What follows belongs to an exercise in optimizing a design on an open flow for small area; a production flow would make more cautious choices. In this exercise RTL edits were held to simulation tests only and were not proved equivalent to the original. Power is estimated from default activity; no workload was simulated.

**design/flow/flow/run.sh**
```bash
#!/bin/bash
# Standard synthesis, then the combinational logic between the standard
# synthesis's registers, full adders and tie cells is mapped again by ABC for
# area (registers keep their names and cells), then the standard layout
# with sky130_fd_sc_hd__buf_1 as the port buffer and a clock tree
# without dummy loads.
set -euo pipefail
R=orfs/results/${FLOW_PLATFORM}/RGBtoHSV/base
LIB=${FLOW_HOME}/platforms/${FLOW_PLATFORM}/lib/sky130_fd_sc_hd__tt_025C_1v80.lib
bash standard.sh synth > synth.log 2>&1
cp $R/1_2_yosys.v $R/1_2_yosys.std.v
DU=$(sed -n '/^export DONT_USE_CELLS/,/^$/p' ${FLOW_HOME}/platforms/${FLOW_PLATFORM}/config.mk | grep -o 'sky130_fd_sc_hd__[a-z0-9_]*' | sed 's/^/-dont_use /' | tr '\n' ' ')
sed -e "s#@LIB@#${LIB}#g" -e "s#@IN@#$R/1_2_yosys.std.v#g" -e "s#@OUT@#$R/1_2_yosys.v#g" -e "s#@DU@#${DU}#g" \
    flow/resyn.ys.in > resyn.ys
yosys -s resyn.ys > resyn.log 2>&1
bash standard.sh "BUFFER_PORTS_ARGS=-buffer_cell sky130_fd_sc_hd__buf_1" \
    "CTS_ARGS=-sink_clustering_enable -repair_clock_nets -dont_use_dummy_load -buf_list sky130_fd_sc_hd__clkbuf_4 -sink_clustering_size 10 -sink_clustering_max_diameter 40" finish > standard.log 2>&1
```
**design/flow/flow/resyn.ys.in**
```
read_liberty -ignore_miss_func @LIB@
read_verilog @IN@
hierarchy -top RGBtoHSV
blackbox sky130_fd_sc_hd__fa_1 sky130_fd_sc_hd__edfxtp_1 sky130_fd_sc_hd__dfxtp_1 sky130_fd_sc_hd__dfrtp_1 sky130_fd_sc_hd__conb_1
flatten
opt_clean
abc -liberty @LIB@ @DU@ -script +strash;dch;amap,-m,-F,2,-A,8,-C,1000;topo
opt_clean -purge
stat -liberty @LIB@
write_verilog -noattr -noexpr -nohex -nodec @OUT@
```
**design/flow/standard.sh**
```bash
#!/bin/bash
# synth_recipe.tcl (not shown) runs the flow's synth.tcl, then flattens the netlist and writes it again
# the make line also repeats each setting of config.mk as NAME=value (left out here)
make -C /OpenROAD-flow-scripts/flow DESIGN_CONFIG=/design/flow/config.mk WORK_HOME=/design/flow/orfs CLKGATE_MAP_FILE= SYNTH_SCRIPT=/design/flow/synth_recipe.tcl "${@:-finish}"
```
**design/flow/config.mk**
```make
export PLATFORM = sky130hd
export DESIGN_NAME = RGBtoHSV
export DESIGN_NICKNAME = RGBtoHSV
export VERILOG_FILES = /design/flow/design.v
export SDC_FILE = /design/flow/constraint.sdc
export NUM_CORES = 8
export LEC_CHECK = 0
export ABC_AREA = 1
export CAP_MARGIN = 10
export CORE_MARGIN = 2
export CORE_UTILIZATION = 55
export PLACE_DENSITY = 0.7
export SLEW_MARGIN = 10
```
**design/flow/constraint.sdc**
```tcl
create_clock -name core_clock -period 100.0 [get_ports {Clk}]
set_input_delay 20.0000 -clock core_clock [delete_from_list [all_inputs] [get_ports {Clk}]]
set_output_delay 20.0000 -clock core_clock [all_outputs]
set_load 0.01 [all_outputs]
```
**design/flow/design.v**
```verilog
module Compare_fp(
    output ge,
    input [31:0] a,
    input [31:0] b
);
    wire [31:0] c;
    assign c[0] = ~a[31];
    genvar i;
    generate for (i = 0; i < 31; i = i + 1) begin : g
        assign c[i+1] = (a[i] & ~b[i]) | ((a[i] | ~b[i]) & c[i]);
    end endgenerate
    assign ge = (a[31] ^ b[31]) ? ~a[31] : (c[31] ^ a[31]);
endmodule
module addSub(
    output [31:0] o,
    input  [31:0] a,
    input  [31:0] b,
    input         s
);
    wire as_ = a[31];
    wire bs_ = b[31] ^ s;
    wire [31:0] cc;
    assign cc[0] = 1'b0;
    genvar i;
    generate for (i = 0; i < 31; i = i + 1) begin : gc
        assign cc[i+1] = (b[i] & ~a[i]) | ((b[i] | ~a[i]) & cc[i]);
    end endgenerate
    wire swap = cc[31];
    wire [30:0] xm = swap ? b[30:0] : a[30:0];
    wire [30:0] ym = swap ? a[30:0] : b[30:0];
    wire xs = swap ? bs_ : as_;
    wire ys = swap ? as_ : bs_;
    wire [7:0] xe = xm[30:23];
    wire [7:0] ye = ym[30:23];
    wire [7:0] sh;
    wire shc;
    rca #(8) ush(.s(sh), .co(shc), .a(xe), .b(~ye), .ci(1'b1));
    wire far = (sh[7:5] != 3'b0) | (sh[4:3] == 2'b11);
    wire [23:0] y0 = {1'b1, ym[22:0]};
    wire [23:0] y1 = sh[0] ? {1'b0,  y0[23:1]} : y0;
    wire [23:0] y2 = sh[1] ? {2'b0,  y1[23:2]} : y1;
    wire [23:0] y3 = sh[2] ? {4'b0,  y2[23:4]} : y2;
    wire [23:0] y4 = sh[3] ? {8'b0,  y3[23:8]} : y3;
    wire [23:0] y5 = sh[4] ? {16'b0, y4[23:16]} : y4;
    wire [23:0] ya = far ? 24'b0 : y5;
    wire sub = xs ^ ys;
    wire [23:0] t;
    wire tc;
    rca #(24) uad(.s(t), .co(tc), .a({1'b1, xm[22:0]}), .b(ya ^ {24{sub}}), .ci(sub));
    wire [24:0] v0 = {tc & ~sub, t};
    wire z16 = (v0[24:9] == 16'b0);
    wire [24:0] v1 = z16 ? {v0[8:0], 16'b0} : v0;
    wire z8  = (v1[24:17] == 8'b0);
    wire [24:0] v2 = z8 ? {v1[16:0], 8'b0} : v1;
    wire z4  = (v2[24:21] == 4'b0);
    wire [24:0] v3 = z4 ? {v2[20:0], 4'b0} : v2;
    wire z2  = (v3[24:23] == 2'b0);
    wire [24:0] v4 = z2 ? {v3[22:0], 2'b0} : v3;
    wire z1  = ~v4[24];
    wire [24:0] v5 = z1 ? {v4[23:0], 1'b0} : v4;
    wire zero = ~v5[24];
    wire [4:0] lz = {z16, z8, z4, z2, z1};
    wire [7:0] k = 8'd1 - {3'b0, lz};
    wire [7:0] te;
    wire tec;
    rca #(8) uex(.s(te), .co(tec), .a(xe), .b(k), .ci(1'b0));
    assign o = zero ? 32'b0 : {xs, te, v5[23:1]};
endmodule
module srt_row(
    output [26:0] So,
    output [26:0] Co,
    output        qp,
    output        qn,
    input  [26:0] S,
    input  [26:0] C,
    input  [23:0] D
);
    wire [3:0] y;
    wire yc;
    rca #(4) ue(.s(y), .co(yc), .a(S[26:23]), .b(C[26:23]), .ci(1'b0));
    assign qp = ~y[3];
    assign qn = y[3] & ~(y[2] & y[1] & y[0]);
    wire [26:0] A = ({27{qp}} & ~{3'b000, D}) | ({27{qn}} & {3'b000, D});
    wire [26:0] s = S ^ C ^ A;
    wire [26:0] c = (S & C) | (S & A) | (C & A);
    assign So = {s[25:0], 1'b0};
    assign Co = {c[24:0], qp, 1'b0};
endmodule
module div(
    output [24:0] r,
    output [11:0] qp,
    output [11:0] qn,
    input  [26:0] in2r,
    input  [23:0] D
);
    wire [26:0] S [0:12];
    wire [26:0] C [0:12];
    assign S[0] = in2r;
    assign C[0] = 27'b0;
    genvar i;
    generate for (i = 0; i < 12; i = i + 1) begin : g
        srt_row u(.So(S[i+1]), .Co(C[i+1]), .qp(qp[11-i]), .qn(qn[11-i]),
                  .S(S[i]), .C(C[i]), .D(D));
    end endgenerate
    wire co;
    rca #(25) ucpa(.s(r), .co(co), .a(S[12][25:1]), .b(C[12][25:1]), .ci(1'b0));
endmodule
module rca #(parameter N = 8) (
    output [N-1:0] s,
    output         co,
    input  [N-1:0] a,
    input  [N-1:0] b,
    input          ci
);
    wire [N-1:0] p = a ^ b;
    wire [N-1:0] g = a & b;
    wire [N:0] c;
    assign c[0] = ci;
    genvar i;
    generate for (i = 0; i < N; i = i + 1) begin : g_c
        assign c[i+1] = g[i] | (p[i] & c[i]);
    end endgenerate
    assign s = p ^ c[N-1:0];
    assign co = c[N];
endmodule
module mulc(
    output [31:0] o,
    input  [31:0] a,
    input         h
);
    wire [23:0] m = {1'b1, a[22:0]};
    wire [29:0] t;
    wire [29:0] x0 = h ? {2'b0, m, 4'b0} : {1'b0, m, 5'b0};
    wire [29:0] x1 = h ? {3'b0, m, 3'b0} : 30'b0;
    wire [29:0] x2 = h ? {6'b0, m} : ~{5'b0, m, 1'b0};
    wire [29:0] cs = x0 ^ x1 ^ x2;
    wire [29:0] cc = (x0 & x1) | (x0 & x2) | (x1 & x2);
    wire c30;
    rca #(30) u2(.s(t), .co(c30), .a(cs), .b({cc[28:0], 1'b0}), .ci(~h));
    wire hi = t[28];
    wire [7:0] e = a[30:23] + {5'b0, 1'b1, h, ~h} + {7'b0, hi};
    wire [22:0] f = hi ? t[27:5] : t[26:4];
    assign o = (a == 32'b0) ? 32'b0 : {a[31], e, f};
endmodule
module Controler(
    output reg [2:0] State,
    input            reset,
    input            Clk
);
    always @(posedge Clk or negedge reset) begin
        if (reset == 0)
            State <= 3'd0;
        else if (State == 3'd6)
            State <= 3'd1;
        else if (State == 3'd7)
            State <= 3'd0;
        else
            State <= State + 3'd1;
    end
endmodule
module RGBtoHSV(
    output [31:0] H,
    output [31:0] S,
    output [31:0] V,
    output [31:0] S1,
    output [31:0] S2,
    output [31:0] Corner,
    output [31:0] Delta,
    output [31:0] Max,
    output [2:0]  State,
    input  [31:0] R,
    input  [31:0] G,
    input  [31:0] B,
    input         Clk,
    input         reset
);
    wire [2:0] st;
    Controler ctr(.State(st), .reset(reset), .Clk(Clk));
    assign State = st;
    wire s1 = (st == 3'd1);
    wire s2 = (st == 3'd2);
    wire s3 = (st == 3'd3);
    wire s4 = (st == 3'd4);
    wire s5 = (st == 3'd5);
    wire s6 = (st == 3'd6);
    reg [31:0] rR, rG, rB;
    always @(posedge Clk) begin
        if (s1) begin
            rR <= R;
            rG <= G;
            rB <= B;
        end
    end
    wire geRG, geRB, geGB;
    Compare_fp cRG(.ge(geRG), .a(rR), .b(rG));
    Compare_fp cRB(.ge(geRB), .a(rR), .b(rB));
    Compare_fp cGB(.ge(geGB), .a(rG), .b(rB));
    wire mR = geRG & geRB;
    wire mG = ~mR & geGB;
    wire mB = ~mR & ~geGB;
    wire nB = geRB & geGB;
    wire nG = ~nB & geRG;
    wire nR = ~nB & ~geRG;
    wire [31:0] busMax = ({32{mR}} & rR) | ({32{mG}} & rG) | ({32{mB}} & rB);
    wire [31:0] cornerv = ({32{mG}} & 32'h42F00000) | ({32{mB}} & 32'h43700000);
    reg  [31:0] q1, q2, q3;
    reg  [1:0] cc;
    always @(posedge Clk) begin
        if (s1)
            cc <= {mG, mB};
    end
    wire [31:0] cornerp = ({32{cc[1]}} & 32'h42F00000) | ({32{cc[0]}} & 32'h43700000);
    wire s24 = s2 | s4;
    wire aR = (s3 & mR) | (s5 & mB);
    wire aG = (s3 & mG) | (s5 & mR);
    wire aB = (s3 & mB) | (s5 & mG);
    wire [31:0] busA = ({32{aR}} & rR) | ({32{aG}} & rG) | ({32{aB}} & rB) | ({32{s24}} & q1);
    wire bR = (s3 & nR) | (s5 & mG);
    wire bG = (s3 & nG) | (s5 & mB);
    wire bB = (s3 & nB) | (s5 & mR);
    wire [31:0] busB = ({32{bR}} & rR) | ({32{bG}} & rG) | ({32{bB}} & rB)
                     | ({32{s2}} & cornerp) | ({32{s4}} & 32'h43B40000);
    wire [31:0] aso;
    addSub as0(.o(aso), .a(busA), .b(busB), .s(~s24));
    wire [31:0] P;
    wire [31:0] mco;
    mulc mc(.o(mco), .a(s3 ? q2 : aso), .h(s3));
    assign P = mco;
    reg  [24:0] rem;
    reg  [10:0] exr;
    reg  [10:0] pst, nst;
    wire first = s2 | s4 | s6;
    wire [31:0] dvf = (s2 | s3) ? 32'h40233333 : ((s4 | s5) ? busMax : q3);
    wire [31:0] ddf = {exr[8:0], rem[22:0]};
    wire [23:0] fc;
    assign fc[0] = 1'b1;
    genvar i;
    generate for (i = 0; i < 23; i = i + 1) begin : gfc
        assign fc[i+1] = (ddf[i] & ~dvf[i]) | ((ddf[i] | ~dvf[i]) & fc[i]);
    end endgenerate
    wire ge = fc[23];
    wire [23:0] nm = {1'b1, ddf[22:0]};
    wire [26:0] in2r = first ? (ge ? {3'b000, nm} : {2'b00, nm, 1'b0})
                             : {rem[24], rem, 1'b0};
    wire [24:0] rnew;
    wire [11:0] qp, qn;
    div dv(.r(rnew), .qp(qp), .qn(qn), .in2r(in2r), .D({1'b1, dvf[22:0]}));
    wire isFF = (dvf[30:0] == 31'b0);
    wire isZ  = (ddf == 32'b0);
    wire [7:0] ex0, ex;
    wire exc0, exc1;
    rca #(8) uex0(.s(ex0), .co(exc0), .a(ddf[30:23]), .b(~dvf[30:23]), .ci(ge));
    rca #(8) uex1(.s(ex), .co(exc1), .a(ex0), .b(8'h7F), .ci(1'b0));
    wire [31:0] pre = s1 ? busMax : (s3 ? aso : P);
    always @(posedge Clk) begin
        if (s1 | s3 | s5) begin
            rem <= {2'b01, pre[22:0]};
            exr <= {2'b00, pre[31:23]};
        end else begin
            rem <= rnew;
            exr <= {isFF, isZ, ddf[31] ^ dvf[31], ex};
        end
        pst <= qp[10:0];
        nst <= qn[10:0];
    end
    wire [23:0] dp = {1'b1, pst, qp};
    wire [23:0] dn = {1'b0, nst, qn};
    wire [24:0] bw;
    assign bw[0] = rnew[24];
    generate for (i = 0; i < 24; i = i + 1) begin : gcv
        assign bw[i+1] = dn[i] | (~dp[i] & bw[i]);
    end endgenerate
    wire [23:0] qv = (dp | dn) ^ bw[23:0];
    wire [31:0] divres = exr[10] ? 32'hFFFFFFFF : (exr[9] ? 32'b0 : {exr[8:0], qv[22:0]});
    wire [31:0] hsel = (q1 == 32'hFFFFFFFF) ? 32'b0 : (q1[31] ? aso : q1);
    wire h1 = ~(s1 | s2 | s4);
    wire h2 = ~(s3 | s5);
    wire [31:0] q1n = ({32{s1}} & divres) | ({32{s2}} & aso) | ({32{s4}} & hsel) | ({32{h1}} & q1);
    wire [31:0] q2n = ({32{~h2}} & divres) | ({32{h2}} & q2);
    wire [31:0] q3n = ({32{s3}} & aso) | ({32{~s3}} & q3);
    always @(posedge Clk) begin
        q1 <= q1n;
        q2 <= q2n;
        q3 <= q3n;
    end
    assign Max    = busMax;
    assign S1     = busA;
    assign S2     = busB;
    assign Corner = cornerv;
    assign Delta  = q3;
    assign V      = q2;
    assign S      = mco;
    assign H      = q1;
endmodule
```
==> summary.md, run 1 <==
| Metric | Value |
|---|---|
| Clock net sink count | 255 |
| Inst Count DP | 4,269 |
| Post-CTS Resized | 0 |
| Detailed Routing Iterations Pass 1 | 12 |
| Max layer used | met5 |
| Min-Delay Path Class | flip-flop to flip-flop |
| CTS clk-pin slew, worst paths | 90 ps |
| Setup slack after layout | 30,690 ps |
| Via Count | 30,501 |
| Flop pwr share | 65.4% |
| Slowest-stage cell, CP | clkinv_1 |
| Starting Density | 55.40% |
| FILL cells | 4,497 |
| H-tree depth | 2 |
| Comb pwr share | 1.2% |
| CP dominant cell by count | fa_1 |
| Startpoint Class | flip-flop |
| Worst Path Required | 80,000 ps |
| WL per Instance | 27.60 µm |
| Max-Cap Viols | 0 |
| Share of layout cells above drive strength 1 | 4.453% |
| Synthesis-to-layout area growth | 12.08% |
| Synthesis warning total | 3 |
| Slew Limit Headroom | 18.98% |
| Final Cycle Share | 69.31% |
| Total CTS buffers | 41 |
| Chip height | 228.1 µm |
| Worst Tran Pin Value | 1206 ps |
| Die W | 228.1 µm |
| NumNets Final | 4,103 |
| Fin crit period | 69,310 ps |
| Initial antenna violation count | 4 |
| Cell area after layout | 0.03096 mm² |
| Vias per cell | 7.074 |
| Net Sw Power | 0.00003917 W |
| Total die area | 0.05203 mm² |
| Achievable frequency | 14.43 MHz |
| Largest net degree at the start of global routing | 72 |
| Clk buf depth | 3 |
| Num rows | 82 |
| Pint | 0.0001307 W |
| DR DRC count | 0 |
| Root Driver | clkbuf_4 |
| Final hold vios | 0 |
| Max VDD drop | 0.01200 mV |
| Total setup buffers inserted after CTS | 0 |
| Met3 WL | 20.90 mm |
| Worst Setup End Kind | output pin |
| Setup Viol. Count Final | 0 |
| Initial DRC count | 5,354 |
| CP Max Fanout | 54 |
| Worst Path Arrival | 49,310 ps |
| Number of global-route vias before repair | 28,902 |
| Status | timing/DRC/antenna clean |
| Routed wire length | 119.0 mm |
| Final ANT Viol Nets | 0 |
| IO Port Bufs | 331 |
| Leakage | 10.33 nW |
| Synth Area per Inst | 8.792 µm² |
| Placer Congestion | 1.052 |
| DPL Wire Length | 93.05 mm |
| Worst skew pair latency | 830 ps |
| Final Skew | 166.4 ps |
| CTS Hold Bufs | 0 |
| Worst path max stage delay | 950 ps |
| Met1 WL | 44.56 mm |
| Clk pwr share | 33.4% |
| Sw Share | 23.06% |
| Worst Path Class, Setup | flip-flop to output pin |
| Fin cells | 4,312 |
| Mapped Cells | 3,142 |
| Global-route wire length before repair | 179.6 mm |
| Unrepaired setup endpoints after global routing | no |
| CTS tree | built |
| Overall Global Routing Usage | 45.01% |
| Power per cell area | 5.486 mW/mm² |
| Worst hold slack | 515.5 ps |
| Met2 WL | 47.22 mm |
| TNS Setup | 0 ps |
| Slew Limit Fails | 0 |
| I/O pin total | 357 |
| Core area | 0.04986 mm² |
| Pre-CTS WS | 32,670 ps |
| Grt total ovfl | 0 |
| Post-Syn Area | 0.02762 mm² |
| Post-place instance area | 0.03064 mm² |
-- per-layer routing --
metal / vias to the layer above / global-route usage (%)
li1: 12879 / -
met1: 14494 / 62.92
met2: 2683 / 61.53
met3: 443 / 18.96
met4: 2 / 18.01
met5: - / 0
-- worst max-delay path: cells and delay by family (launching register included) --
family,cells,cell delay [ps]
adder cells (fa/ha/maj),47,19280
AO/OA/AOI/OAI,96,16550
buffers and inverters,26,7020
AND/OR/NAND/NOR,35,5190
flip-flops,1,400
-- worst paths after layout --
path,start,slack [ps],endpoint,cells past startpoint
setup / recovery,rR[31],30690,S[30],204
hold / removal,exr[7],520,exr[9],3
setup reg to reg,rR[31],32720,q1[22],295
hold reg to reg,exr[7],520,exr[9],3
max in group asynchronous,reset,80830,ctr.State[0],1
min in group asynchronous,reset,19020,ctr.State[2],1
-- cell usage in the layout, fill, tap and decap left out, types with 100 or more instances in the layout --
cell type	n
nand2_1	194
buf_1	331
o22ai_1	447
a21oi_1	170
o21ai_0	304
nor2_1	285
clkinv_1	560
buf_4	100
o221ai_1	122
fa_1	365
edfxtp_1	162
-- final cells by class --
cell class / count / area [µm²] / share of cell area (%)
diodes: 2 / 5.005 / 0.01616
clock buffers: 41 / 307.8 / 0.9941
inverters: 561 / 2106 / 6.801
multi-input cells: 2350 / 18970 / 61.26
flip-flops and latches: 255 / 6741 / 21.77
well taps: 672 / 840.8 / 2.716
repair buffers: 431 / 1993 / 6.437
-- metrics by stage --
stage / utilization (%) / total power [W]
after floorplan: - / 0.0001140
after global placement: 61.45 / 0.0001153
after detailed placement: 61.45 / 0.0001154
after CTS: 62.07 / 0.0001701
after global routing: 62.09 / 0.0001743
final: 62.09 / 0.0001699
-- power by group through the flow --
stage                     Sequential, W  Clock [W]  Combinational, W
after global routing           0.000111  0.0000609        0.00000216
after global placement         0.000114          0        0.00000181
after detailed placement       0.000114          0        0.00000190
final                          0.000111  0.0000567        0.00000197
after CTS                      0.000111  0.0000570        0.00000192
after floorplan                0.000114          0       0.000000412
==> run 2, diff against run 1 <==
--- a/design/flow/config.mk
+++ b/design/flow/config.mk
@@ -10,4 +10,5 @@
 export CORE_MARGIN = 2
-export CORE_UTILIZATION = 55
-export PLACE_DENSITY = 0.7
+export CORE_UTILIZATION = 45
+export GPL_ROUTABILITY_DRIVEN = 0
+export PLACE_DENSITY = 0.6
 export SLEW_MARGIN = 10
==> summary.md, run 2 <==
| Metric | Value |
|---|---|
| Detailed Routing Iterations Pass 1 | 11 |
| Hold_sp | exr[0] |
| Final hold vios | 0 |
| Post-CTS Resized | 0 |
| Unrepaired setup endpoints after global routing | no |
| Leakage | 10.35 nW |
| Status | timing/DRC/antenna clean |
| Final Skew | 134.9 ps |
| Total power | 0.0001702 W |
| Most frequent cells in the layout | 560 x clkinv_1, 447 x o22ai_1, 365 x fa_1 |
| Reg area | 0.006741 mm² |
| Synth Area per Inst | 8.792 µm² |
| Reg-to-reg critical path startpoint | rR[31] |
| Max VDD drop | 0.007335 mV |
| Num rows | 90 |
| Share of layout cells above drive strength 1 | 4.639% |
| Achievable frequency | 14.49 MHz |
| H-tree depth | 2 |
| Root Driver | clkbuf_4 |
| Most common cell after layout, fill and taps aside | clkinv_1 |
| Fin crit period | 69,020 ps |
| Total die area | 0.06339 mm² |
| Final Cycle Share | 69.02% |
| Routed wire length | 120.0 mm |
| Power per cell area | 5.464 mW/mm² |
| Via Count | 30,088 |
| Total CTS buffers | 41 |
| Worst Path Class, Setup | flip-flop to output pin |
| Setup Viol. Count Final | 0 |
| Worst Path Required | 80,000 ps |
| Worst Setup End Kind | output pin |
| Min-Delay Path Class | flip-flop to flip-flop |
| Post-Syn Area | 0.02762 mm² |
| R2R cell count | 295 |
| Worst skew pair latency | 810 ps |
| Number of global-route vias before repair | 28,316 |
| TNS Setup | 0 ps |
| Die W | 251.8 µm |
| Initial DRC count | 4,656 |
| I/O pin total | 357 |
| Worst Tran Pin Value | 1094 ps |
| Worst path max stage delay | 740 ps |
| Vias per cell | 6.796 |
| Hold Path End | exr[9] |
| Total setup buffers inserted after CTS | 0 |
| Reg2reg setup slack | 33,790 ps |
| Overall Global Routing Usage | 37.39% |
| Mapped Cells | 3,142 |
| Clk buf depth | 3 |
| IO Port Bufs | 331 |
| CP Max Fanout | 55 |
| CTS clk-pin slew, worst paths | 100 ps |
| Synthesis-to-layout area growth | 12.76% |
| R2r endpoint | q1[22] |
| DR DRC count | 0 |
| Synthesis warning total | 3 |
| FILL cells | 5,921 |
| CP dominant cell by count | fa_1 |
| Chip height | 251.8 µm |
| Final ANT Viol Nets | 0 |
| Grt total ovfl | 0 |
| Global-route wire length before repair | 179.7 mm |
| Clock net sink count | 255 |
| Slew Limit Fails | 0 |
| WHS Path Cells | 3 |
| NumNets Final | 4,108 |
| CTS Hold Bufs | 0 |
| Starting Density | 45.68% |
| Largest net degree at the start of global routing | 73 |
| CTS tree | built |
| Startpoint Class | flip-flop |
| Area of the multi-input gates | 0.01898 mm² |
| DPL Wire Length | 93.96 mm |
| Slowest-stage cell, CP | nor2_1 |
| Worst Path Arrival | 49,020 ps |
| Initial antenna violation count | 3 |
| WL per Instance | 27.10 µm |
| Core area | 0.06047 mm² |
| Slew Limit Headroom | 26.86% |
| Max-Cap Viols | 0 |
-- run 2: worst max-delay path, delay by kind of cell (launching register included) --
kind | cells | cell delay (ps)
compound gates | 96 | 14970
buf+inv | 28 | 7060
fa+ha+maj | 47 | 19310
flops | 1 | 410
simple gates | 36 | 6370
-- run 2: through the flow --
stage / setup slack, ps / instances / hold WS [ps] / util [%] / area [µm²]
3_5_place_dp: 33000 / 4384 / 563.3 / 50.98 / 30830
2_1_floorplan: 28310 / 3166 / 494.8 / - / 27710
5_1_grt: 27290 / 4426 / 622.0 / 51.51 / 31150
4_1_cts: 32070 / 4425 / 585.6 / 51.49 / 31140
3_3_place_gp: 34620 / 4384 / 554.5 / 50.98 / 30830
6_report: 30980 / 4427 / 583.5 / 51.51 / 31150
-- run 2: per-layer routing --
layer | GRT usage, % | routed length (µm) | vias up
met3 | 11.63 | 17870 | 358
met2 | 50.67 | 47270 | 2381
met5 | 0 | 0 | -
li1 | - | - | 12896
met4 | 17.82 | 6774 | 0
met1 | 53.89 | 48040 | 14453
-- run 2: how the worst max path moves through the flow --
stage / from / endpoint / slack (ps) / cells past startpoint
after floorplan: ctr.State[0] / S[30] / 28310 / 154
after global placement: rR[31] / S[30] / 34620 / 212
after detailed placement: rR[31] / S[30] / 33000 / 212
after CTS: rR[31] / S[30] / 32070 / 212
after global routing: rR[31] / S[30] / 27290 / 207
final: rR[31] / S[30] / 30980 / 207
-- run 2: report_power, final --
part / internal (W) / switching, W
clock network: 0.0000187 / 0.0000382
logic: 0.000000839 / 0.00000128
registers: 0.000111 / 0
total: 0.000131 / 0.0000395
-- run 2: cell type report --
class	instances	share of cell area, %
timing repair buffer	436	6.519
inverter	561	6.760
sequential	255	21.64
multi-input combinational	2350	60.93
antenna	2	0.01607
tap	782	3.141
clock buffer	41	0.9881
==> run 3, diff against run 2 <==
--- a/design/flow/config.mk
+++ b/design/flow/config.mk
@@ -11,3 +11,2 @@
 export CORE_UTILIZATION = 45
-export GPL_ROUTABILITY_DRIVEN = 0
 export PLACE_DENSITY = 0.6
==> summary.md, run 3 <==
| Metric | Value |
|---|---|
| Worst path max stage delay | 850 ps |
| WL per Instance | 28.16 µm |
| Core area | 0.06047 mm² |
| Fin crit period | 69,500 ps |
| Clk pwr share | 35.3% |
| Total CTS buffers | 47 |
| Total die area | 0.06339 mm² |
| Initial DRC count | 4,369 |
| CP dominant cell by count | fa_1 |
| Most common cell after layout, fill and taps aside | clkinv_1 |
| Hold Path End | q1[30] |
| CTS tree | built |
| Hold_sp | q1[30] |
| Slew Limit Headroom | 9.945% |
| CTS clk-pin slew, worst paths | 100 ps |
| NumNets Final | 4,114 |
| Chip height | 251.8 µm |
| Max-Cap Viols | 0 |
| Pint | 0.0001333 W |
| Synthesis-to-layout area growth | 13.00% |
| Clk buf depth | 3 |
| CP Max Fanout | 55 |
| CTS Hold Bufs | 0 |
| Final hold vios | 0 |
| Final Skew | 134.6 ps |
| Unrepaired setup endpoints after global routing | no |
| Final Cycle Share | 69.50% |
| Largest net degree at the start of global routing | 103 |
| Share of layout cells above drive strength 1 | 4.851% |
| WHS Path Cells | 2 |
| Initial antenna violation count | 2 |
| Synthesis warning total | 3 |
| DPL Wire Length | 98.80 mm |
| Sw Share | 23.81% |
| Global-route wire length before repair | 186.3 mm |
| Overall Global Routing Usage | 39.22% |
| R2r endpoint | q1[22] |
| Slowest-stage cell, CP | clkinv_1 |
| Power per cell area | 5.604 mW/mm² |
| Reg2reg setup slack | 33,950 ps |
| Worst Setup End Kind | output pin |
| Setup slack after layout | 30,500 ps |
| Die W | 251.8 µm |
| IO Port Bufs | 331 |
| Slew Limit Fails | 0 |
| Post-CTS Resized | 0 |
| Worst Path Required | 80,000 ps |
| Total setup buffers inserted after CTS | 0 |
| H-tree depth | 2 |
| Pre-CTS WS | 32,120 ps |
| Worst Path Class, Setup | flip-flop to output pin |
| Setup Viol. Count Final | 0 |
| Reg-to-reg critical path startpoint | rR[31] |
| R2R cell count | 278 |
| Root Driver | clkbuf_4 |
| Max VDD drop | 0.007013 mV |
| Status | timing/DRC/antenna clean |
| Final ANT Viol Nets | 0 |
| FILL cells | 5,968 |
| Placer Congestion | 1.014 |
| Flop pwr share | 63.5% |
| Grt total ovfl | 0 |
| Detailed Routing Iterations Pass 1 | 11 |
| Num rows | 90 |
| Most frequent cells in the layout | 560 x clkinv_1, 447 x o22ai_1, 365 x fa_1 |
| Worst Path Arrival | 49,500 ps |
| Via Count | 29,840 |
| Net Sw Power | 0.00004166 W |
| Comb pwr share | 1.2% |
| Worst skew pair latency | 840 ps |
| Achievable frequency | 14.39 MHz |
| DR DRC count | 0 |
| Worst Tran Pin Value | 1343 ps |
| Vias per cell | 6.733 |
| Number of global-route vias before repair | 28,653 |
| Mapped Cells | 3,142 |
| I/O pin total | 357 |
| TNS Setup | 0 ps |
| Synth Area per Inst | 8.792 µm² |
| Starting Density | 45.68% |
| Routed wire length | 124.8 mm |
| Leakage | 10.38 nW |
| Startpoint Class | flip-flop |
| Clock net sink count | 255 |
| Min-Delay Path Class | flip-flop to flip-flop |
| Post-Syn Area | 0.02762 mm² |
==> run 3: layout make-up <==
type                    count  area (µm²)  share of cell area [%]
diodes                      1       2.502                0.008017
clock buffers              47       352.8                   1.130
inverters                 561        2106                   6.746
multi-input cells        2350       18990                   60.85
flip-flops and latches    255        6741                   21.60
well taps                 782       978.4                   3.135
repair buffers            436        2039                   6.534
==> run 3: layer usage <==
metal / wire length [µm] / global-route usage, % / up-vias
li1: - / - / 12915
met1: 52480 / 57.60 / 14636
met2: 51120 / 55.15 / 2042
met5: 0 / 0 / -
met3: 16740 / 12.05 / 247
met4: 4457 / 11.82 / 0
==> run 3: stage by stage <==
stage	instances	hold slack, ps	utilization [%]	area (µm²)	power, W
6_report	4432	570.4	51.62	31210	0.0001749
5_1_grt	4432	611.0	51.62	31210	0.0001799
4_1_cts	4431	567.3	51.61	31210	0.0001757
3_5_place_dp	4384	541.9	51.02	30850	0.0001156
3_3_place_gp	4383	550.0	51.02	30850	0.0001155
2_1_floorplan	3166	494.8	-	27710	0.0001140
==> run 3: critical path, delay by kind of cell, from the launching register on <==
kind	cells	cell delay, ps
adders and majority gates	47	19230
AOI/OAI and AO/OA	101	15850
buffers and inverters	27	7310
and+or+nand+nor	36	5880
DFF	1	380
==> run 3: power groups by stage <==
| stage | registers (W) | clock network (W) | logic, W |
|---|---|---|---|
| global route | 0.000111 | 0.0000665 | 0.00000228 |
| CTS | 0.000111 | 0.0000625 | 0.00000206 |
| detailed placement | 0.000114 | 0 | 0.00000205 |
| floorplan | 0.000114 | 0 | 0.000000412 |
| finish | 0.000111 | 0.0000617 | 0.00000209 |
| global placement | 0.000114 | 0 | 0.00000194 |
==> run 3: how the worst max path moves through the flow <==
stage	from	end	slack (ps)	cells after the start
after floorplan	ctr.State[0]	S[30]	28310	154
after global placement	rR[31]	S[30]	33380	211
after detailed placement	rR[31]	S[30]	32120	211
after CTS	rR[31]	S[30]	31320	211
after global routing	rR[31]	S[30]	26600	211
final	rR[31]	S[30]	30500	211
==> run 4, diff against run 3 <==
--- a/design/flow/flow/run.sh
+++ b/design/flow/flow/run.sh
@@ -16,2 +16,2 @@
 bash standard.sh "BUFFER_PORTS_ARGS=-buffer_cell sky130_fd_sc_hd__buf_1" \
-    "CTS_ARGS=-sink_clustering_enable -repair_clock_nets -dont_use_dummy_load -buf_list sky130_fd_sc_hd__clkbuf_4 -sink_clustering_size 10 -sink_clustering_max_diameter 40" finish > standard.log 2>&1
+    "CTS_ARGS=-sink_clustering_enable -repair_clock_nets -dont_use_dummy_load -buf_list sky130_fd_sc_hd__clkbuf_4 -sink_clustering_size 10 -sink_clustering_max_diameter 33" finish > standard.log 2>&1
==> summary.md, run 4 <==
| Metric | Value |
|---|---|
| Die W | 251.8 µm |
| Worst skew pair latency | 870 ps |
| Crit path launch | rR[31] |
| Overall Global Routing Usage | 39.22% |
| Net Sw Power | 0.00004256 W |
| Clk pwr share | 37.3% |
| Synthesis warning total | 3 |
| TNS Setup | 0 ps |
| Vias per cell | 6.724 |
| Largest net degree at the start of global routing | 103 |
| Max-Cap Viols | 0 |
| Initial antenna violation count | 3 |
| WL per Instance | 28.05 µm |
| CTS tree | built |
| Total setup buffers inserted after CTS | 0 |
| Final hold vios | 0 |
| Flop pwr share | 61.6% |
| Post-Syn Area | 0.02762 mm² |
| Total die area | 0.06339 mm² |
| Worst Path Required | 80,000 ps |
| H-tree depth | 2 |
| Worst Path Class, Setup | flip-flop to output pin |
| Clock net sink count | 255 |
| DR DRC count | 0 |
| Global-route wire length before repair | 186.4 mm |
| Root Driver | clkbuf_4 |
| Setup slack after layout | 30,480 ps |
| Via Count | 29,883 |
| Total power | 0.0001806 W |
| Worst Path Arrival | 49,520 ps |
| CTS clk-pin slew, worst paths | 90 ps |
| Setup Viol. Count Final | 0 |
| Achievable frequency | 14.39 MHz |
| Min-Delay Path Class | flip-flop to flip-flop |
| Post-CTS Resized | 0 |
| CP Max Fanout | 55 |
| Worst hold slack | 557.2 ps |
| Share of layout cells above drive strength 1 | 5.137% |
| Initial DRC count | 4,377 |
| CTS Hold Bufs | 0 |
| Final Cycle Share | 69.52% |
| IO Port Bufs | 331 |
| Most frequent cells in the layout | 560 x clkinv_1, 447 x o22ai_1, 365 x fa_1 |
| Slew Limit Headroom | 9.163% |
| Fin crit period | 69,520 ps |
| Slew Limit Fails | 0 |
| Chip height | 251.8 µm |
| Worst setup endpoint | S[30] |
| Synthesis-to-layout area growth | 13.31% |
| Final ANT Viol Nets | 0 |
| Final Skew | 153.3 ps |
| Leakage | 10.43 nW |
| Num rows | 90 |
| Comb pwr share | 1.2% |
| Starting Density | 45.68% |
| NumNets Final | 4,125 |
| Grt total ovfl | 0 |
| Most common cell after layout, fill and taps aside | clkinv_1 |
| Pre-CTS WS | 32,120 ps |
| Detailed Routing Iterations Pass 1 | 11 |
| Clk buf depth | 3 |
| Worst Tran Pin Value | 1354 ps |
| Sw Share | 23.57% |
| Routed wire length | 124.7 mm |
| CP dominant cell by count | fa_1 |
| Placer Congestion | 1.014 |
| FILL cells | 5,973 |
| Worst path max stage delay | 860 ps |
| Mapped Cells | 3,142 |
| Synth Area per Inst | 8.792 µm² |
| Number of global-route vias before repair | 28,795 |
| R2R cell count | 274 |
| Reg-to-reg critical path startpoint | rR[31] |
| Status | timing/DRC/antenna clean |
| Reg2reg setup slack | 33,860 ps |
| Power per cell area | 5.770 mW/mm² |
| Worst Setup End Kind | output pin |
| Total CTS buffers | 58 |
| Unrepaired setup endpoints after global routing | no |
| Core area | 0.06047 mm² |
| Startpoint Class | flip-flop |
| Pint | 0.0001380 W |
| Slowest-stage cell, CP | clkinv_1 |
| I/O pin total | 357 |
| Max VDD drop | 0.007450 mV |
| DPL Wire Length | 98.80 mm |
[run 4: worst min path at each step]
stage          startpoint        end  slack (ps)  depth (start not counted)
3_3_place_gp       q1[30]     q1[30]         550                          2
4_1_cts            q1[30]     q1[30]         560                          2
5_1_grt            q1[30]     q1[30]         600                          2
3_5_place_dp       q1[30]     q1[30]         540                          2
6_report           q1[30]     q1[30]         560                          2
2_1_floorplan     exr[10]  flip-flop         490                          2
[run 4: final cells by class]
cell class | count | area (µm²) | share of cell area, %
clock buffers | 58 | 435.4 | 1.391
flip-flops and latches | 255 | 6741 | 21.54
repair buffers | 436 | 2039 | 6.516
multi-input cells | 2350 | 18990 | 60.69
diodes | 2 | 5.005 | 0.01599
inverters | 561 | 2106 | 6.728
well taps | 782 | 978.4 | 3.126
[run 4: critical path, delay by kind of cell (launching register included)]
| kind | cells | cell delay [ps] |
|---|---|---|
| buf+inv | 27 | 7340 |
| flops | 1 | 390 |
| fa+ha+maj | 47 | 19220 |
| compound gates | 101 | 15720 |
| simple gates | 36 | 5910 |
[run 4: metrics by stage]
stage	cells	util (%)	cell area, µm²
final	4444	51.76	31300
after global routing	4443	51.76	31300
after CTS	4442	51.74	31290
after detailed placement	4384	51.02	30850
after global placement	4383	51.02	30850
after floorplan	3166	-	27710
[run 4: metal layers]
metal | vias to the layer above | part of all wire (%) | global-route usage, % | routed length (µm)
met5 | - | 0 | 0 | 0
met4 | 0 | 3.7 | 12.72 | 4666
met3 | 246 | 14 | 12.39 | 17230
met2 | 2047 | 41 | 54.84 | 50760
met1 | 14670 | 42 | 57.28 | 52000
li1 | 12920 | - | - | -
[run 4: power by group through the flow]
stage | Combinational (W) | Clock (W) | Sequential, W
floorplan | 0.000000412 | 0 | 0.000114
global placement | 0.00000194 | 0 | 0.000114
detailed placement | 0.00000205 | 0 | 0.000114
CTS | 0.00000206 | 0.0000682 | 0.000111
global route | 0.00000228 | 0.0000721 | 0.000111
finish | 0.00000208 | 0.0000673 | 0.000111
==> run 5, diff against run 4 <==
--- a/design/flow/config.mk
+++ b/design/flow/config.mk
@@ -10,4 +10,5 @@
 export CORE_MARGIN = 2
-export CORE_UTILIZATION = 45
-export PLACE_DENSITY = 0.6
+export CORE_UTILIZATION = 55
+export GPL_ROUTABILITY_DRIVEN = 0
+export PLACE_DENSITY = 0.7
 export SLEW_MARGIN = 10
==> summary.md, run 5 <==
| Metric | Value |
|---|---|
| CP dominant cell by count | fa_1 |
| Number of global-route vias before repair | 29,056 |
| Max VDD drop | 0.008894 mV |
| Global-route wire length before repair | 175.6 mm |
| DPL Wire Length | 89.21 mm |
| WHS Path Cells | 1 |
| Mapped Cells | 3,142 |
| Slowest-stage cell, CP | clkinv_1 |
| Grt total ovfl | 0 |
| Initial DRC count | 5,875 |
| Status | timing/DRC/antenna clean |
| Total setup buffers inserted after CTS | 0 |
| Total die area | 0.05203 mm² |
| Worst Path Arrival | 50,380 ps |
| R2R cell count | 293 |
| Synthesis-to-layout area growth | 12.05% |
| NumNets Final | 4,103 |
| Unrepaired setup endpoints after global routing | no |
| Area of the multi-input gates | 0.01896 mm² |
| Hold_sp | ctr.State[0] |
| Worst skew pair latency | 810 ps |
| Leakage | 10.32 nW |
| Pint | 0.0001329 W |
| Net Sw Power | 0.00003994 W |
| Final Cycle Share | 70.38% |
| Clock net sink count | 255 |
| TNS Setup | 0 ps |
| Sw Share | 23.11% |
| Final hold vios | 0 |
| Core area | 0.04986 mm² |
| Max-Cap Viols | 0 |
| Reg2reg setup slack | 32,750 ps |
| Post-CTS Resized | 0 |
| Slew Limit Headroom | 13.97% |
| Most common cell after layout, fill and taps aside | clkinv_1 |
| Die W | 228.1 µm |
| Worst Path Class, Setup | flip-flop to output pin |
| CTS Hold Bufs | 0 |
| Worst Setup End Kind | output pin |
| Total CTS buffers | 46 |
| FILL cells | 4,514 |
| Fin crit period | 70,380 ps |
| CTS clk-pin slew, worst paths | 110 ps |
| Overall Global Routing Usage | 43.63% |
| Final ANT Viol Nets | 0 |
| Top cell family by delay on the critical path | adder cells |
| Startpoint Class | flip-flop |
| Most frequent cells in the layout | 560 x clkinv_1, 447 x o22ai_1, 365 x fa_1 |
| Share of layout cells above drive strength 1 | 4.398% |
| Min-Delay Path Class | flip-flop to flip-flop |
| CTS tree | built |
| Chip height | 228.1 µm |
| Num rows | 82 |
| Routed wire length | 115.4 mm |
| I/O pin total | 357 |
| Setup Viol. Count Final | 0 |
| Via Count | 30,569 |
| Reg area | 0.006741 mm² |
| DR DRC count | 0 |
| CP Max Fanout | 55 |
| Final Skew | 157.4 ps |
| Synthesis warning total | 3 |
| Total power | 0.0001728 W |
| Worst Path Buf+Inv | 25 |
| Post-Syn Area | 0.02762 mm² |
| Achievable frequency | 14.21 MHz |
| H-tree depth | 2 |
| Clk buf depth | 3 |
| Synth Area per Inst | 8.792 µm² |
| Flop pwr share | 64.3% |
| Worst Path Required | 80,000 ps |
| Largest net degree at the start of global routing | 63 |
| Starting Density | 55.40% |
| R2r endpoint | q1[22] |
| Initial antenna violation count | 2 |
| Clk pwr share | 34.5% |
| IO Port Bufs | 331 |
| Root Driver | clkbuf_4 |
| Worst Tran Pin Value | 1279 ps |
| Hold Path End | ctr.State[1] |
| Detailed Routing Iterations Pass 1 | 10 |
| Comb pwr share | 1.2% |
| Power per cell area | 5.584 mW/mm² |
| Slew Limit Fails | 0 |
| WL per Instance | 26.78 µm |
| Worst path max stage delay | 940 ps |
| Reg-to-reg critical path startpoint | rR[31] |
| Final core occ | 62.08% |
| Vias per cell | 7.091 |
-- run 5: layer usage --
metal,up-vias,part of all wire (%),GRT usage [%]
met3,566,18,17.79
met2,2887,39,59.29
li1,12843,-,-
met4,2,6.1,20.42
met1,14271,36,60.48
met5,-,0.0095,0
-- run 5: metrics by stage --
stage	setup slack [ps]	hold slack, ps	cell area, µm²	std cells
floorplan	28310	494.8	27710	3166
global placement	33860	550.3	30600	4264
detailed placement	31690	550.6	30600	4264
CTS	31000	515.3	30940	4310
global route	26070	537.0	30950	4311
finish	29620	500.6	30950	4311
-- run 5: worst max path at each step --
stage	start	endpoint	slack, ps	depth (start not counted)
2_1_floorplan	ctr.State[0]	S[30]	28310	154
3_3_place_gp	rR[31]	S[30]	33860	211
3_5_place_dp	rR[31]	S[30]	31690	211
4_1_cts	rR[31]	S[30]	31000	211
5_1_grt	rR[31]	S[29]	26070	212
6_report	rR[31]	S[30]	29620	211
-- run 5: cell type report --
class / instances / share of cell area, %
repair buffers: 426 / 6.318
inverters: 561 / 6.803
multi-input cells: 2350 / 61.26
diodes: 1 / 0.008084
well taps: 672 / 2.716
flip-flops and latches: 255 / 21.78
clock buffers: 46 / 1.116
-- run 5: power by group through the flow --
stage	combinational, W	clock [W]	sequential (W)
after global routing	0.00000220	0.0000631	0.000111
after floorplan	0.000000412	0	0.000114
after CTS	0.00000198	0.0000594	0.000111
final	0.00000202	0.0000597	0.000111
after detailed placement	0.00000196	0	0.000114
after global placement	0.00000190	0	0.000114

## static timing again, ports no longer ideal
The results above use ideal ports. As a check the final layouts listed here were re-extracted and re-timed, cells and wires unchanged.
Step 1 assumes that a clkbuf_16 drives the clock port and a buf_2 every other input.
Step 2 moves the port delays by t, midway between the first and last clock arrival at a register: inputs arrive t later, outputs are due t later. That takes back most of the time a late clock gives input paths.
Slacks: ideal / step 1 / step 2; pairs: ideal / step 1.
run | t (ns) | setup WS [ns] | hold WS [ns] | worst slew at a driven data input, ns
run 1 | 0.800 | 30.686 / 30.633 / 31.433 | 0.515 / 0.515 / 0.515 | 0.06
run 2 | 0.802 | 30.978 / 30.924 / 31.726 | 0.583 / 0.583 / 0.583 | 0.06
run 3 | 0.825 | 30.501 / 30.448 / 31.272 | 0.570 / 0.570 / 0.570 | 0.06
run 4 | 0.850 | 30.483 / 30.430 / 31.279 | 0.557 / 0.557 / 0.557 | 0.06
run 5 | 0.791 | 29.619 / 29.562 / 30.353 | 0.501 / 0.501 / 0.501 | 0.05
After both steps every run listed still meets setup and hold.
